What follows belongs to an exercise in optimizing a design on an open flow for small area, a short achievable clock period and few clock cycles per item; a production flow would make more cautious choices.
Only simulation tests tie the RTL to the original design; equivalence was not proved.
No activity file was given, so power comes from the tool's default toggle rates.

==> flow/design.v <==
module mux8x3(i0, i1, i2, i3, i4, i5, i6, i7, key, out);
    input [15:0] i0, i1, i2, i3, i4, i5, i6, i7;
	input [2:0] key;
	output reg [15:0] out;
    always @* begin
        case (key)
            3'b000: out = i0;
            3'b001: out = i1;
            3'b010: out = i2;
            3'b011: out = i3;
            3'b100: out = i4;
            3'b101: out = i5;
            3'b110: out = i6;
            3'b111: out = i7;
        endcase
    end
endmodule
module mux4x2(i0, i1, i2, i3, key, out);
    input [15:0] i0, i1, i2, i3;
	input [1:0] key;
	output reg [15:0] out;
    always @* begin
        case (key)
            2'b00: out = i0;
            2'b01: out = i1;
            2'b10: out = i2;
            2'b11: out = i3;
        endcase
    end
endmodule
module registrador(in, enable, reset, out, clock);
	input [15:0] in;
	input enable, reset, clock;
	output reg [15:0] out;
	always @(posedge clock) begin
		if (reset == 1) out <= 16'b0000000000000000;
		else if (enable == 1) out <= in;
	end
endmodule
module bancoReg(in, out, key, w, reset, clock);
    input [15:0] in;
    input [2:0] key;
    input w, reset, clock;
    output [15:0] out;
    wire [15:0] outR0, outR1, outR2, outR3, outR4, outR5, outR6, outR7;
    reg r0e, r1e, r2e, r3e, r4e, r5e, r6e, r7e;
    mux8x3 mOut (.i0(outR0), .i1(outR1), .i2(outR2), .i3(outR3), .i4(outR4), .i5(outR5), .i6(outR6), .i7(outR7), .key(key), .out(out));
    registrador re0 (.in(in), .enable(r0e), .reset(reset), .out(outR0), .clock(clock));
    registrador re1 (.in(in), .enable(r1e), .reset(reset), .out(outR1), .clock(clock));
    registrador re2 (.in(in), .enable(r2e), .reset(reset), .out(outR2), .clock(clock));
    registrador re3 (.in(in), .enable(r3e), .reset(reset), .out(outR3), .clock(clock));
    registrador re4 (.in(in), .enable(r4e), .reset(reset), .out(outR4), .clock(clock));
    registrador re5 (.in(in), .enable(r5e), .reset(reset), .out(outR5), .clock(clock));
    registrador re6 (.in(in), .enable(r6e), .reset(reset), .out(outR6), .clock(clock));
    registrador re7 (.in(in), .enable(r7e), .reset(reset), .out(outR7), .clock(clock));
    always @* begin
        r0e = 0;
        r1e = 0;
        r2e = 0;
        r3e = 0;
        r4e = 0;
        r5e = 0;
        r6e = 0;
        r7e = 0;
        if (w == 1) begin
            case (key)
                3'b000: r0e = 1;
                3'b001: r1e = 1;
                3'b010: r2e = 1;
                3'b011: r3e = 1;
                3'b100: r4e = 1;
                3'b101: r5e = 1;
                3'b110: r6e = 1;
                3'b111: r7e = 1;
            endcase
        end
    end
endmodule
module extensor(in, out);
    input [15:0] in;
    output reg [15:0] out;
    always @* begin
        if (in[9] == 1)
            out = {6'b111111, in[9:0]};
        else out = {6'b000000, in[9:0]};
    end
endmodule
module ula (rA, b, opSelect, rG);
	input [15:0] rA, b;
	input [2:0] opSelect;
	output reg [15:0] rG;
	parameter REP = 3'b111;
	parameter LDI = 3'b101;
	parameter ADD = 3'b000;
	parameter SUB = 3'b001;
	parameter NAN = 3'b010;
	parameter OUT = 3'b100;
	always @* begin
		case (opSelect)
			ADD: rG = rA + b;
			SUB: rG = rA - b;
			NAN: rG = ~(rA & b);
			default: rG = rA;
		endcase
	end
endmodule
module counter (clock, clear, out);
	input clock, clear;
	output reg [1:0] out;
	always @(posedge clock) begin
		if(clear == 1)
			out <= 2'b00;
		else
			out <= out + 1'b1;
	end
endmodule
module pc(clock, reset, enable, jmp, pc);
    input clock, reset, enable;
    input [5:0] jmp;
    output reg [5:0] pc;
    always @(posedge clock) begin
        if (reset == 1) pc <= 6'd0;
        else if (enable == 1) begin
            if (jmp == 0) pc <= pc + 6'd1;
            else pc <= pc + jmp;
        end
    end
endmodule
module processor (clock, reset, instr, pc, bus, bus_valid, exit);
	input clock;
	input reset;             
	input [15:0] instr;      
	output [5:0] pc;         
	output reg [15:0] bus;
	output reg bus_valid;
	output reg exit;
	parameter ADD = 3'b000;  
	parameter SUB = 3'b001;  
	parameter NAN = 3'b010;  
	parameter HLT = 3'b011;  
	parameter OUT = 3'b100;  
	parameter LDI = 3'b101;  
	parameter BNE = 3'b110;  
	parameter REP = 3'b111;  
	wire [15:0] outMulti, outBReg, outRR, outRA, outUla, outEx;
	wire [1:0] outCont;
	wire [2:0] opcode = instr[15:13];
	wire run = ~exit;        
	wire taken = (opcode == BNE) && (outRR == 0);
	reg [5:0] jmp;
	reg [2:0] regSelect;
	reg [1:0] muxSelect;  
	reg w, rRe, rAe, pcE;
	wire clearCont = reset | exit | (outCont == 2'b11);
	bancoReg b1 (.in(outMulti), .out(outBReg), .key(regSelect), .w(w), .reset(reset), .clock(clock));
	extensor ex(.in(instr), .out(outEx));
	mux4x2 m1 (.i0(outBReg), .i1(outRR), .i2(outEx), .i3(16'b0000000000000000), .key(muxSelect), .out(outMulti));
	registrador rR(.in(outUla), .enable(rRe), .reset(1'b0), .out(outRR), .clock(clock));
	registrador rA(.in(outMulti), .enable(rAe), .reset(1'b0), .out(outRA), .clock(clock));
	ula u1 (.rA(outRA), .b(outMulti), .opSelect(opcode), .rG(outUla));
	counter c1 (.clock(clock), .clear(clearCont), .out(outCont));
	pc p1 (.clock(clock), .reset(reset), .enable(pcE), .jmp(jmp), .pc(pc));
	always @* begin
		jmp = 0;
		w = 0;
		rAe = 0;
		rRe = 0;
		pcE = 0;
		muxSelect = 0;
		regSelect = instr[12:10];  
		case (outCont)
			2'b00: begin
			end
			2'b01: begin
				rAe = run;
				if (opcode == REP) regSelect = instr[9:7];
				else if (opcode == LDI) muxSelect = 2'b10;
			end
			2'b10: begin
				rRe = run;
				if (opcode == ADD || opcode == SUB || opcode == NAN) regSelect = instr[9:7];
				else if (opcode == LDI) muxSelect = 2'b10;
			end
			2'b11: begin
				muxSelect = 2'b01;
				pcE = run;
				if (taken) begin
					muxSelect = 2'b10;
					jmp = outMulti[5:0];
				end
				else if (opcode == OUT || opcode == HLT) begin
				end
				else w = run;
			end
		endcase
	end
	always @(posedge clock) begin
		if (reset == 1) begin
			bus <= 16'b0000000000000000;
			bus_valid <= 0;
			exit <= 0;
		end
		else begin
			bus_valid <= 0;
			if (run && outCont == 2'b11 && !taken && opcode == OUT) begin
				bus <= outMulti;
				bus_valid <= 1;
			end
			if (run && outCont == 2'b11 && !taken && opcode == HLT) exit <= 1;
		end
	end
endmodule
==> flow/run.sh <==
#!/bin/bash
# synth_recipe.tcl (not shown) runs the flow's synth.tcl, then flattens the netlist and writes it again
# the make line also repeats each setting of config.mk as NAME=value (left out here)
make -C /OpenROAD-flow-scripts/flow DESIGN_CONFIG=/design/flow/config.mk WORK_HOME=/design/flow/orfs CLKGATE_MAP_FILE= SYNTH_SCRIPT=/design/flow/synth_recipe.tcl finish
==> flow/config.mk <==
export PLATFORM = sky130hd
export DESIGN_NAME = processor
export DESIGN_NICKNAME = processor
export VERILOG_FILES = /design/flow/design.v
export SDC_FILE = /design/flow/constraint.sdc
export NUM_CORES = 4
export LEC_CHECK = 0
export CAP_MARGIN = 20
export CORE_MARGIN = 2
export CORE_UTILIZATION = 40
export SLEW_MARGIN = 20
==> flow/constraint.sdc <==
create_clock -name core_clock -period 7.0 [get_ports {clock}]
set_input_delay 1.4000 -clock core_clock [delete_from_list [all_inputs] [get_ports {clock}]]
set_output_delay 1.4000 -clock core_clock [all_outputs]
set_load 0.01 [all_outputs]
==> results of run 1 <==
==> Yosys cell counts (4+ instances only) <==
cell and count:
xor2_1 9, a31oi_1 10, nand3_1 23, a22oi_1 8, a21o_1 8, or3_1 4, edfxtp_1 32, nor4_1 7
mux2i_1 12, o211a_1 4, a21oi_1 90, mux4_2 11, o21a_1 5, a32oi_1 9, ha_1 27, nand4_1 9
nor2b_1 10, o211ai_1 9, buf_2 14, a221oi_1 5, clkbuf_1 68, and3_1 12, nor3_1 16, o22a_1 7
dfxtp_1 154, o22ai_1 5, nand2_1 158, buf_4 4, inv_1 26, o21ai_0 31, nor2_1 161, a211oi_1 93
nand2b_1 5, xnor2_1 21, mux2_2 9
==> per-stage QoR <==
step                      setup slack [ps]  instance area, sq um  hold WS, ps  util (%)
after global placement                 124                 11000          441      46.5
after floorplan                        616                  9590          433         -
after detailed placement             -26.2                 11000          447      46.5
final                                  406                 11500          458      49.0
after CTS                              423                 11500          458      48.9
after global routing                  34.9                 11500          474      49.0
==> worst max-delay path by stage <==
stage | end | slack [ps]
3_3_place_gp | rR.out[15] | 120
6_report | rR.out[15] | 410
2_1_floorplan | rR.out[15] | 620
5_1_grt | rR.out[15] | 30
3_5_place_dp | rR.out[15] | -30
4_1_cts | rR.out[15] | 420
==> flip-flops by register name, summed over array words and instances (netlist names) <==
register and flops:
b1.re4.out 16, b1.re1.out 16, p1.pc 6, b1.re7.out 16, exit 1, bus 16, b1.re0.out 16, c1.out 2
bus_valid 1, b1.re2.out 16, b1.re3.out 16, b1.re5.out 16, b1.re6.out 16, rA.out 16, rR.out 16
==> final cells by class <==
cell class                      count  area, sq um
Sequential cell                   186         4040
Tap cell                          319          399
Fill cell                        2286        12000
Clock inverter                     14          129
Timing Repair Buffer              155         1280
Inverter                           28          105
Multi-Input combinational cell    828         5140
Clock buffer                       18          429
==> power by group through the flow <==
stage / clock network [mW] / registers (mW) / logic, mW
2_1_floorplan: 0 / 1.20 / 1.01
3_3_place_gp: 0 / 1.21 / 1.61
3_5_place_dp: 0 / 1.21 / 1.61
4_1_cts: 0.966 / 1.18 / 1.62
5_1_grt: 1.01 / 1.19 / 1.78
6_report: 0.948 / 1.18 / 1.64
==> cells by family (layout without fill, tap and decap cells) <==
kind of cell	Yosys count	after routing	synth area share, %
simple gates	422	422	19.0
compound gates	314	314	22.1
flops	186	186	42.2
buf+inv	116	215	4.88
mux	32	32	4.89
xor+xnor	31	31	2.99
fa+ha+maj	29	29	3.94
==> layer usage <==
metal	wire, microns	global-route usage, %
met2	14200	39.1
met4	573	6.86
met3	1730	4.08
met5	0	0
met1	13800	33.1
==> worst reg2reg max path, cell delays in order (launching register included) <==
cell and delay (ps):
dfxtp_1 410, ha_1 620, clkinv_1 650, a21oi_1 300, buf_4 190, nor2_1 70
buf_4 160, and3_1 190, nor4_2 330, and4_1 390, a21oi_1 120, xnor2_1 140
ha_1 300, and3_1 210, nand3_1 90, nand2_1 60, a41oi_1 60, a211o_1 310
o21ai_0 200, xor3_1 260, or4_1 400, mux2i_1 160, a211oi_1 70
==> results by group, run 1 <==
Yosys
  – Mapped cell area: 9590 sq um
  – Synthesis warning total: 9
  – Top post-synthesis cells by area: dfxtp_1 32%, edfxtp_1 10%, a211oi_1 7.3%, nor2_1 6.3%, nand2_1 6.2%
  – Post-synth top area share: approximately 32%
  – Seq/Total Area, Yosys: 42.2%
  – Net count after synthesis: around 1.2k
  – Gate Count Post-Synth: around 1.1k
  – Post-synth ARST share: 0%
  – Synth Flop Type: dfxtp_1
  – Yosys cell types: 70
  – Post-synth EDFFs: 32
  – Post-synth top area cell: dfxtp_1
  – Flops & latches, synth: around 190
  – Post-synthesis average cell area: roughly 8.5 sq um

Floorplan
  – Height of the die: 159 microns
  – Row cnt: 56
  – Initial Utilization: between 40 and 50%
  – Io pins: 42
  – Die X-Extent: roughly 160 microns
  – Die ar.: roughly 25000 sq um
  – Core Area: 23500 sq um

Pwr
  – P_int: approximately 2.4 mW
  – Leakage: about 4.1 nW
  – Comb pwr share: about 43%
  – Total power: about 3.8 mW
  – Share of power burned in registers: a little under a third
  – Sw Ratio: between 30% and 40%
  – PD cells: between 300 and 400 nW/um^2
  – Sw Pwr: roughly 1.4 mW
  – VDD IR-drop max: ~0.00017 V
  – Power share of the clock group: ~25%

Clocking
  – Clk sink count: ~190
  – Clock slew at reported path FFs: approximately 80 ps
  – Resize count post-CTS: 0
  – CTS max path bufs: 2
  – Clock latency on the worst-skew pair: ~440 ps
  – CTS buffer count: 17
  – Clk root buf: clkbuf_16
  – Htree depth: 4
  – Hold buffers post-CTS: 0
  – CTS tree: built
  – Postcts setup bufs: 0

Routing
  – Initial DRT Pass Iterations: 5
  – Wire per inst: 19.6 microns
  – Drc violations: 0
  – DR iter-0 viols: between 800 and 900
  – Routed vias/inst: approximately 5.6
  – Final WL: slightly above 30000 microns
  – Antenna viol nets, final: 0
  – Vias: about 8.7k

Min path
  – Hold EP: b1.re3.out[12]
  – Hold Path Origin: b1.re3.out[12]
  – Worst Hold Class: register to register
  – Hold Path Stages: 2

Placement
  – Placer's final routability congestion estimate: roughly 0.93
  – DP HPWL: roughly 21000 microns
  – Cell total after placement: around 1.5k
  – Port-buffer cells: just over 40

Timing
  – Fin crit share: between 90 and 100%
  – Setup_tns: 0 ps
  – Minimum clock period: ~6600 ps
  – Skew final: roughly 11 ps
  – Slew HR: 26.0%
  – RSZ-0062 raised after global routing: no
  – Worst slew pin tran: approximately 1100 ps
  – Slew Viols, Final: 0
  – Fmax: between 150 and 200 MHz
  – Final-report setup violation count: 0
  – Fin. Hold Viols: 0

Cells and area
  – Finished Layout Cells: roughly 1.5k
  – N_diodes: 0
  – Area Growth Syn to Fin: 20.1%
  – Leading cell types in the layout, fill and taps excluded: 158 x nand2_1, 154 x nor2_1, 154 x dfxtp_1, 114 x buf_4, 92 x a211oi_1
  – Share of post-route cells with drive strength above 1: 15.5%
  – Nets@finish: approximately 1.3k
  – Most common cell after layout, fill and taps aside: nand2_1

Global route
  – GR Overflow Total: 0
  – Vias in the first global route: 8177
  – Antenna violations before repair: 0
  – Wire length of the first global-routing pass: 47700 microns
  – Largest net degree at the start of global routing: roughly 100
  – All-layer global routing usage: 24.1%

Setup path
  – CP Launch Point: instr[15]
  – Startpoint Class: input pin
  – CP Buf/Inv Count: 2
  – Crit-path max FO: 4
  – Slowest cell delay on critical path: around 540 ps
  – Setup crit end kind: register
  – Critical path class: input pin to register
  – Worst r2r src: c1.out[0]
  – Reg2Reg Depth: 22
  – Crit path max-delay family: simple AND/OR/NAND/NOR gates
  – Crit path required time: between 7000 and 8000 ps
  – Critical Path AT: a little under 7000 ps
  – Worst reg-to-reg setup slack: 1040 ps
  – Reg2reg end: rR.out[15]
  – WP depth: 23
  – Slowest CP cell: clkdlybuf4s50_1
  – Crit-path cells: clkdlybuf4s50_1 > and3_2 > mux2_2 > nand3_2 > buf_12 > mux4_2 > a22oi_1 > o21a_1 > and3_1 > and4_1 > a21oi_1 > xnor2_1 > ha_1 > and3_1 > nand3_1 > nand2_1 > a41oi_1 > a211o_1 > o21ai_0 > xor3_1 > or4_1 > mux2i_1 > a211oi_1
  – Most common cell on crit path: and3_1

Flow run
  – Number of max-cap violations: 0

Run status
  – Status: finished clean
Testbench counts, summed over its fixed seeds: cycles 175,852, instructions 43,963.
==> run 2, diff against run 1 <==
==> flow/design.v (replaced) <==
module processor (clock, reset, instr, pc, bus, bus_valid, exit);
	input clock;
	input reset;             
	input [15:0] instr;      
	output reg [5:0] pc;     
	output [15:0] bus;
	output bus_valid;
	output exit;
	wire [2:0] op = instr[15:13];
	wire [2:0] a  = instr[12:10];
	wire [2:0] b  = instr[9:7];
	wire [15:0] imm = {{6{instr[9]}}, instr[9:0]};
	wire [5:0] off = instr[5:0];
	reg halted;              
	reg first;               
	wire hold = first & (op == 3'b100);
	wire run = ~halted & ~hold;
	reg [15:0] r0, r1, r2, r3, r4, r5, r6, r7;
	reg [15:0] ra, rb, res;
	always @* begin
		case (a)
			3'd0: ra = r0; 3'd1: ra = r1; 3'd2: ra = r2; 3'd3: ra = r3;
			3'd4: ra = r4; 3'd5: ra = r5; 3'd6: ra = r6; default: ra = r7;
		endcase
		case (b)
			3'd0: rb = r0; 3'd1: rb = r1; 3'd2: rb = r2; 3'd3: rb = r3;
			3'd4: rb = r4; 3'd5: rb = r5; 3'd6: rb = r6; default: rb = r7;
		endcase
		case (op)
			3'b000: res = ra + rb;
			3'b001: res = ra - rb;
			3'b010: res = ~(ra & rb);
			3'b101: res = imm;
			default: res = rb;       
		endcase
	end
	wire wr = run & (op == 3'b000 | op == 3'b001 | op == 3'b010 | op == 3'b101 | op == 3'b111);
	wire [15:0] wd = reset ? 16'd0 : res;
	wire [7:0] we = {8{reset}} | ({8{wr}} & (8'd1 << a));
	always @(posedge clock) begin
		if (we[0]) r0 <= wd;
		if (we[1]) r1 <= wd;
		if (we[2]) r2 <= wd;
		if (we[3]) r3 <= wd;
		if (we[4]) r4 <= wd;
		if (we[5]) r5 <= wd;
		if (we[6]) r6 <= wd;
		if (we[7]) r7 <= wd;
	end
	wire taken = (op == 3'b110) & (ra == 16'd0) & (off != 6'd0);
	always @(posedge clock) begin
		if (reset) begin
			pc <= 6'd0;
			halted <= 1'b0;
		end else if (run) begin
			pc <= pc + (taken ? off : 6'd1);
			if (op == 3'b011) halted <= 1'b1;
		end
	end
	always @(posedge clock) first <= reset;
	assign bus = ra;
	assign bus_valid = run & (op == 3'b100);
	assign exit = halted | (run & (op == 3'b011));
endmodule
==> run 2 against run 1 <==
Net effect: still clean; die area decreased by 12%; critical path depth decreased by 3; worst hold slack improved by 25 ps; first-iteration DRC count decreased by 4.2%; synthesized cell count decreased by 34%; synthesized area decreased by 12%; non-clock buffer count decreased by 67; worst setup slack improved by 470 ps; largest cell class unchanged; largest power group is now sequential cells.
==> results by group, run 2 <==
Placement
  – DP HPWL: 18900 microns (was 21400 microns)
  – Dpl ws: 504 ps (was -26.2 ps)
  – Placer's final routability congestion estimate: 0.999 (was 0.931)
  – Placed Area: 9320 sq um (was 11000 sq um)
  – Port-buffer cells: 41 (unchanged)

Setup path
  – Most common cell on crit path: o21ai_0 (was and3_1)
  – Startpoint Class: input pin (unchanged)
  – Setup crit end kind: register (unchanged)
  – Critical path class: input pin to register (unchanged)
  – Critical Path AT: 6360 ps (was 6770 ps)
  – Slowest CP cell: clkdlybuf4s50_1 (unchanged)
  – Crit path required time: 7240 ps (was 7180 ps)
  – Crit-path cells: clkdlybuf4s50_1 > buf_4 > nor2_1 > a221o_1 > o211ai_1 > ha_1 > nand3_1 > or2_1 > o21ai_0 > xnor2_1 > ha_1 > and4_1 > o21ai_0 > a31oi_1 > o41ai_1 > buf_4 > o21ai_0 > or4_1 > and4_1 > nand2_1 (was clkdlybuf4s50_1 > and3_2 > mux2_2 > nand3_2 > buf_12 > mux4_2 > a22oi_1 > o21a_1 > and3_1 > and4_1 > a21oi_1 > xnor2_1 > ha_1 > and3_1 > nand3_1 > nand2_1 > a41oi_1 > a211o_1 > o21ai_0 > xor3_1 > or4_1 > mux2i_1 > a211oi_1)
  – Slowest cell delay on critical path: 680 ps (was 540 ps)
  – Crit-path max FO: 11 (was 4)

Cells and area
  – Area Growth Syn to Fin: 17.3% (was 20.1%)
  – Share of post-route cells with drive strength above 1: 16.0% (was 15.5%)
  – Final instance area: 9880 sq um (was 11500 sq um)
  – Most common cell after layout, fill and taps aside: edfxtp_1 (was nand2_1)
  – Nets@finish: 854 (was 1263)
  – N_diodes: 0 (unchanged)
  – Leading cell types in the layout, fill and taps excluded: 128 x edfxtp_1, 51 x nor2_1, 46 x nand2_1, 44 x buf_4, 38 x a21oi_1 (was 158 x nand2_1, 154 x nor2_1, 154 x dfxtp_1, 114 x buf_4, 92 x a211oi_1)

Timing
  – Worst slew pin tran: 1100 ps (was 1110 ps)
  – Skew final: 13.3 ps (was 11.4 ps)
  – Setup_tns: 0 ps (unchanged)
  – Minimum clock period: 6120 ps (was 6590 ps)
  – Fin. Hold Viols: 0 (unchanged)
  – Final worst slack: 875 ps (was 406 ps)
  – Fin crit share: 87.5% (was 94.2%)
  – Final-report setup violation count: 0 (unchanged)
  – Fmax: 163 MHz (was 152 MHz)
  – RSZ-0062 raised after global routing: no (unchanged)
  – Slew HR: 26.3% (was 26.0%)
  – Slew Viols, Final: 0 (unchanged)

Routing
  – Drc violations: 0 (unchanged)
  – Initial DRT Pass Iterations: 5 (unchanged)
  – DR iter-0 viols: 825 (was 861)
  – Wire per inst: 24.0 microns (was 19.6 microns)
  – Routed vias/inst: 6.31 (was 5.60)
  – Antenna viol nets, final: 0 (unchanged)
  – Final WL: 26400 microns (was 30300 microns)
  – Vias: 6946 (was 8667)

Clocking
  – Clk sink count: 136 (was 186)
  – Clock latency on the worst-skew pair: 430 ps (was 440 ps)
  – Clk root buf: clkbuf_16 (unchanged)
  – CTS tree: built (unchanged)
  – Hold buffers post-CTS: 0 (unchanged)
  – CTS buffer count: 17 (unchanged)
  – CTS max path bufs: 2 (unchanged)
  – Resize count post-CTS: 0 (unchanged)
  – Postcts setup bufs: 0 (unchanged)
  – Clock slew at reported path FFs: 60 ps (was 80 ps)
  – Htree depth: 4 (unchanged)

Global route
  – Wire length of the first global-routing pass: 40100 microns (was 47700 microns)
  – All-layer global routing usage: 24.3% (was 24.1%)
  – Antenna violations before repair: 0 (unchanged)
  – Largest net degree at the start of global routing: 41 (was 101)
  – GR Overflow Total: 0 (unchanged)
  – Vias in the first global route: 6693 (was 8177)

Yosys
  – Mux contribution to synthesized area: 10.6% (was 4.89%)
  – Synth top cells by count: 128 x edfxtp_1, 51 x nor2_1, 46 x nand2_1 (was 161 x nor2_1, 158 x nand2_1, 154 x dfxtp_1)
  – Synth Area in Compound Gates: 17.5% (was 22.1%)
  – Post-synth EDFFs: 128 (was 32)
  – Largest family of logic cells by synthesized area: compound AO/OA/AOI/OAI gates (unchanged)
  – Flops & latches, synth: 136 (was 186)
  – Post-synthesis adder-cell area fraction: 3.74% (was 3.94%)
  – Post-Synth XOR/XNOR Area: 2.70% (was 2.99%)
  – Most frequent cell after synthesis: edfxtp_1 (was nor2_1)
  – Post-synth ARST share: 0% (unchanged)
  – Yosys cell types: 83 (was 70)
  – Gate Count Post-Synth: 748 (was 1130)
  – Net count after synthesis: 790 (was 1177)
  – Synthesis warning total: 1 (was 9)
  – Seq/Total Area, Yosys: 47.5% (was 42.2%)
  – Mapped cell area: 8420 sq um (was 9590 sq um)
  – Synth Flop Type: edfxtp_1 (was dfxtp_1)
  – Post-synth top area cell: edfxtp_1 (was dfxtp_1)
  – Post-synth top area share: 45.6% (was 32.1%)
  – Top post-synthesis cells by area: edfxtp_1 46%, mux2i_1 4.3%, mux4_2 3.5%, ha_1 3.3%, nor2_1 2.3% (was dfxtp_1 32%, edfxtp_1 10%, a211oi_1 7.3%, nor2_1 6.3%, nand2_1 6.2%)
  – Post-synthesis simple-gate area fraction: 13.7% (was 19.0%)
  – Post-synthesis average cell area: 11.3 sq um (was 8.49 sq um)

Run status
  – Status: finished clean (unchanged)

Floorplan
  – Core Area: 20800 sq um (was 23500 sq um)
  – Initial Utilization: 40.5% (was 40.7%)
  – Io pins: 42 (unchanged)
  – Die ar.: 22200 sq um (was 25200 sq um)
  – Height of the die: 149 microns (was 159 microns)
  – Row cnt: 53 (was 56)
  – Die X-Extent: 149 microns (was 159 microns)

Pwr
  – Sw Pwr: 0.844 mW (was 1.40 mW)
  – Comb pwr share: 28.3% (was 43.4%)
  – VDD IR-drop max: 0.000164 V (was 0.000165 V)
  – Total power: 2.66 mW (was 3.77 mW)
  – Leakage: 3.69 nW (was 4.13 nW)
  – Power share of the clock group: 31.4% (was 25.2%)
  – PD cells: 269 nW/um^2 (was 327 nW/um^2)
  – Share of power burned in registers: 40.3% (was 31.4%)
  – Sw Ratio: 31.7% (was 37.2%)
  – P_int: 1.82 mW (was 2.37 mW)

Min path
  – Worst Hold Class: register to register (unchanged)

Flow run
  – Number of max-cap violations: 0 (unchanged)
==> run 2: worst max-delay path: cells and delay by family <==
family	cells	cell delay, ps
and+or+nand+nor	7	1600
AOI/OAI and AO/OA	7	1520
buffers and inverters	3	1120
adders and majority gates	2	550
xor gates and xnor gates	1	150
==> run 2: final timing paths <==
kind              cells after the start     start  slack, ps     end
setup / recovery                     20  instr[9]        880  r2[15]
hold / removal                        2     pc[5]        480   pc[5]
hold reg to reg                       2     pc[5]        480   pc[5]
setup reg to reg                     18     r6[1]       2090  r2[15]
==> run 2: power groups by stage <==
stage	combinational [mW]	sequential, mW	clock (mW)
floorplan	0.483	1.07	0
global placement	0.722	1.08	0
detailed placement	0.731	1.09	0
CTS	0.737	1.07	0.849
global route	0.811	1.08	0.884
finish	0.753	1.07	0.836
==> run 2: per-layer routing <==
metal	track usage [%]	wire, microns	vias up
met2	36.9	11800	386
met3	6.42	2680	73
met1	33.7	11100	3429
met5	0	0	-
li1	-	-	3058
met4	8.38	838	0
==> run 2: cell families (layout without fill, tap and decap cells) <==
family,Yosys count,count (layout)
adders and majority gates,24,24
DFF,136,136
AOI/OAI and AO/OA,210,210
xor gates and xnor gates,26,26
and+or+nand+nor,213,213
muxes,70,70
buffers and inverters,69,146
==> run 2: metrics by stage <==
stage | hold WS (ps) | util [%] | cells
2_1_floorplan | 460 | - | 748
3_3_place_gp | 461 | 44.8 | 1067
3_5_place_dp | 478 | 44.8 | 1067
4_1_cts | 486 | 47.4 | 1099
5_1_grt | 518 | 47.5 | 1100
6_report | 484 | 47.5 | 1100
==> run 2: layout make-up <==
type	count	area, sq um
clock inverters	15	128
multi-input cells	543	4110
inverters	26	97.6
repair buffers	88	768
well taps	275	344
clock buffers	17	425
flip-flops and latches	136	4000
fillers	1896	10900
Testbench counts of run 2, summed over its fixed seeds: cycles 43,643, instructions 43,963.

[port drivers added, routing unchanged]
The flow's constraints put no driver on any port. The routed layouts listed below were extracted and timed again, unchanged, in two steps. Step 1 sets driving cells, clkbuf_16 on the clock port and buf_2 on the other inputs (assumed; they add their load-dependent delay and slew). Step 2 times the ports against the registers' clock, not the clock port: input delays grow and output delays shrink by t, the midpoint of the rising clock arrivals with the driver on. Slacks: ideal / step 1 / step 2; pairs: ideal / step 1.
run	shift t [ns]	setup slack, ns	hold slack, ns	latest minus earliest clock arrival (ns)	pins driven straight from the clock port
run 1	0.483	0.406 / 0.429 / -0.054	0.458 / 0.458 / 0.458	0.011 / 0.011	1
run 2	0.467	0.875 / 0.893 / 0.426	0.484 / 0.484 / 0.484	0.013 / 0.014	1
With both steps, setup timing fails in run 1, where it was met with ideal ports. For run 1, which loses most, drivers alone change the setup slack by +0.023 ns; drivers and shift together by -0.460 ns.
